From an optimization exercise on the open Yosys and OpenROAD flow, aimed at small area and a short achievable clock period; shortcuts taken in it are not production practice.

==> flow/design.v (excerpt) <==
module mas_mul_vedic_32x32 (
  input               clk,
  input               rstn,
  input        [31:0] in1,
  input        [31:0] in2,
  output logic [63:0] res
);
wire  [63:0] p;
wire  [15:0] eone, etwo, eneg;
logic [15:0] bone, btwo, bneg;    
logic        nb31;                
logic [31:0] na;                  
always_ff @(posedge clk, negedge rstn) begin
  if (!rstn) res <= '0;
  else       res <= p;
end
always_ff @(posedge clk) begin
  na <= ~(in1 & {32{rstn}});
end
always_ff @(posedge clk) begin
  bone <= eone;
  btwo <= etwo;
  bneg <= eneg;
end
always_ff @(posedge clk) begin
  nb31 <= ~in2[31];
end
assign eone[0] = ~(in2[0] ^ 1'b0);
assign etwo[0] = ~((in2[1] & ~in2[0] & ~1'b0) | (~in2[1] & in2[0] & 1'b0));
assign eneg[0] = in2[1];
assign eone[1] = ~(in2[2] ^ in2[1]);
assign etwo[1] = ~((in2[3] & ~in2[2] & ~in2[1]) | (~in2[3] & in2[2] & in2[1]));
assign eneg[1] = in2[3];
assign eone[2] = ~(in2[4] ^ in2[3]);
assign etwo[2] = ~((in2[5] & ~in2[4] & ~in2[3]) | (~in2[5] & in2[4] & in2[3]));
assign eneg[2] = in2[5];
assign eone[3] = ~(in2[6] ^ in2[5]);
assign etwo[3] = ~((in2[7] & ~in2[6] & ~in2[5]) | (~in2[7] & in2[6] & in2[5]));
assign eneg[3] = in2[7];
assign eone[4] = ~(in2[8] ^ in2[7]);
assign etwo[4] = ~((in2[9] & ~in2[8] & ~in2[7]) | (~in2[9] & in2[8] & in2[7]));
assign eneg[4] = in2[9];
assign eone[5] = ~(in2[10] ^ in2[9]);
assign etwo[5] = ~((in2[11] & ~in2[10] & ~in2[9]) | (~in2[11] & in2[10] & in2[9]));
assign eneg[5] = in2[11];
assign eone[6] = ~(in2[12] ^ in2[11]);
assign etwo[6] = ~((in2[13] & ~in2[12] & ~in2[11]) | (~in2[13] & in2[12] & in2[11]));
assign eneg[6] = in2[13];
assign eone[7] = ~(in2[14] ^ in2[13]);
assign etwo[7] = ~((in2[15] & ~in2[14] & ~in2[13]) | (~in2[15] & in2[14] & in2[13]));
assign eneg[7] = in2[15];
assign eone[8] = ~(in2[16] ^ in2[15]);
assign etwo[8] = ~((in2[17] & ~in2[16] & ~in2[15]) | (~in2[17] & in2[16] & in2[15]));
assign eneg[8] = in2[17];
assign eone[9] = ~(in2[18] ^ in2[17]);
assign etwo[9] = ~((in2[19] & ~in2[18] & ~in2[17]) | (~in2[19] & in2[18] & in2[17]));
assign eneg[9] = in2[19];
assign eone[10] = ~(in2[20] ^ in2[19]);
assign etwo[10] = ~((in2[21] & ~in2[20] & ~in2[19]) | (~in2[21] & in2[20] & in2[19]));
assign eneg[10] = in2[21];
assign eone[11] = ~(in2[22] ^ in2[21]);
  ...
Size: ~2900 cells after synthesis, about 130 I/O pins.
Settings: LEC_CHECK=0, ABC_AREA=1, CAP_MARGIN=60, CORE_MARGIN=2, CORE_UTILIZATION=55, SLEW_MARGIN=60, SYNTH_HIERARCHICAL=1; clock period 25.0 ns.
standard.sh (not shown) runs the stock make flow with config.mk's settings and CLKGATE_MAP_FILE= SYNTH_SCRIPT=/design/flow/synth_recipe.tcl, a recipe that flattens the netlist after the stock synthesis.
==> flow/flow/run.sh <==
#!/bin/bash
# The standard layout, with plain buffers (not delay cells) on the ports.
export BUFFER_PORTS_ARGS="-buffer_cell sky130_fd_sc_hd__buf_2"
bash standard.sh > standard.log 2>&1
The baseline finished clean.
Next try:
--- a/flow/design.v
+++ b/flow/design.v
@@ -249,29 +249,31 @@
   input               clk,
   input               rstn,
   input        [31:0] in1,
   input        [31:0] in2,
   output logic [63:0] res
 );
 wire  [63:0] p;
 wire  [15:0] eone, etwo, eneg;
 logic [15:0] bone, btwo, bneg;    
 logic        nb31;                
 logic [31:0] na;                  
 always_ff @(posedge clk, negedge rstn) begin
-  if (!rstn) res <= '0;
-  else       res <= p;
-end
-always_ff @(posedge clk) begin
-  na <= ~(in1 & {32{rstn}});
+  if (!rstn) begin
+    na  <= '1;
+    res <= '0;
+  end else begin
+    na  <= ~in1;
+    res <= p;
+  end
 end
 always_ff @(posedge clk) begin
   bone <= eone;
   btwo <= etwo;
   bneg <= eneg;
 end
 always_ff @(posedge clk) begin
   nb31 <= ~in2[31];
 end
 assign eone[0] = ~(in2[0] ^ 1'b0);
 assign etwo[0] = ~((in2[1] & ~in2[0] & ~1'b0) | (~in2[1] & in2[0] & 1'b0));
 assign eneg[0] = in2[1];
@@ -2370,30 +2372,26 @@
 wire sg1420 = sg1356 | (sp1357 & sg1334);
 wire sp1421 = sp1357 & sp1335;
 wire sg1422 = sg1358 | (sp1359 & sg1334);
 wire sp1423 = sp1359 & sp1335;
 wire sg1424 = sg1360 | (sp1361 & sg1334);
 wire sp1425 = sp1361 & sp1335;
 wire sg1426 = sg1362 | (sp1363 & sg1334);
 wire sp1427 = sp1363 & sp1335;
 wire sg1428 = sg1364 | (sp1365 & sg1334);
 wire sp1429 = sp1365 & sp1335;
 wire sg1430 = sg1366 | (sp1367 & sg1334);
 wire sp1431 = sp1367 & sp1335;
-wire sel33_0 = p0[33] ^ g0[32];
-wire sel33_1 = p0[33] ^ (g0[32] | p0[32]);
-wire sel33 = sg1334 ? sel33_1 : sel33_0;
-wire [63:0] cc = {sg1428, sg1426, sg1424, sg1422, sg1420, sg1418, sg1416, sg1414, sg1412, sg1410, sg1408, sg1406, sg1404, sg1402, sg1400, sg1398, sg1396, sg1394, sg1392, sg1390, sg1388, sg1386, sg1384, sg1382, sg1380, sg1378, sg1376, sg1374, sg1372, sg1370, 1'b0, sg1334, sg1332, sg1330, sg1328, sg1326, sg1324, sg1322, sg1320, sg1318, sg1316, sg1314, sg1312, sg1310, sg1308, sg1306, sg1304, sg1254, sg1252, sg1250, sg1248, sg1246, sg1244, sg1242, sg1240, sg1182, sg1180, sg1178, sg1176, sg1114, sg1112, sg1048, g0[0], 1'b0};
-wire [63:0] q = p0 ^ cc;
-assign p = {q[63:34], sel33, q[32:0]};
+wire [63:0] cc = {sg1428, sg1426, sg1424, sg1422, sg1420, sg1418, sg1416, sg1414, sg1412, sg1410, sg1408, sg1406, sg1404, sg1402, sg1400, sg1398, sg1396, sg1394, sg1392, sg1390, sg1388, sg1386, sg1384, sg1382, sg1380, sg1378, sg1376, sg1374, sg1372, sg1370, sg1368, sg1334, sg1332, sg1330, sg1328, sg1326, sg1324, sg1322, sg1320, sg1318, sg1316, sg1314, sg1312, sg1310, sg1308, sg1306, sg1304, sg1254, sg1252, sg1250, sg1248, sg1246, sg1244, sg1242, sg1240, sg1182, sg1180, sg1178, sg1176, sg1114, sg1112, sg1048, g0[0], 1'b0};
+assign p = p0 ^ cc;
 endmodule
 module mas_mul_fa (input a, input b, input c, output s, output co);
 assign s  = a ^ b ^ c;
 assign co = (a & b) | (a & c) | (b & c);
 endmodule
 module mas_mul_ha (input a, input b, output s, output co);
 assign s  = a ^ b;
 assign co = a & b;
 endmodule
 module mas_mul_bsel (input one, input two, input neg, input x1, input x0, output pp);
 assign pp = ((one & x1) | (two & x0)) ^ neg;
 endmodule
The changed run finished with timing, DRC and antenna clean.
Final cell count grows by 0.58%.
Hold slack gets better by 0.049 ns.
Die area rises by 0.79%.
Clock-buffer cell count is lower by 2.
Clock skew rose by 0.0073 ns.
Flip-flop and latch count stays the same.
Routed wire length rose by 0.63%.
Critical path depth goes up by 1.
Area after synthesis increases by 0.80%.
Via count shrinks by 1.0%.
Global-route usage went up by 0.52 points.
Setup slack gains 0.0085 ns.
Design area came out higher by 0.71%.
Utilization decreases by 0.56 points.
Function was not checked in any run of this note: the RTL went through the layout flow alone.

==> what the ideal ports hide <==
The results above use ideal ports. As a check the final layouts listed here were re-extracted and re-timed, cells and wires unchanged. Step 1 assumes that a clkbuf_16 drives the clock port and a buf_2 every other input. Step 2 also shifts input and output timing later by t, the mid clock arrival at the registers, as if the neighbouring blocks saw the same clock. a / b / c = ideal ports / drivers / drivers and shift; a / b = the first two.
run	t (ns)	slack for setup (ns)	worst hold slack (ns)	slew at the worst register clock pin (ns)
the first run	0.554	18.903 / 18.903 / 18.903	0.733 / 0.733 / 0.733	0.08 / 0.08
the second run	0.575	18.912 / 18.899 / 18.912	0.782 / 0.782 / 0.782	0.08 / 0.08
After both steps setup and hold are still met in every run listed.
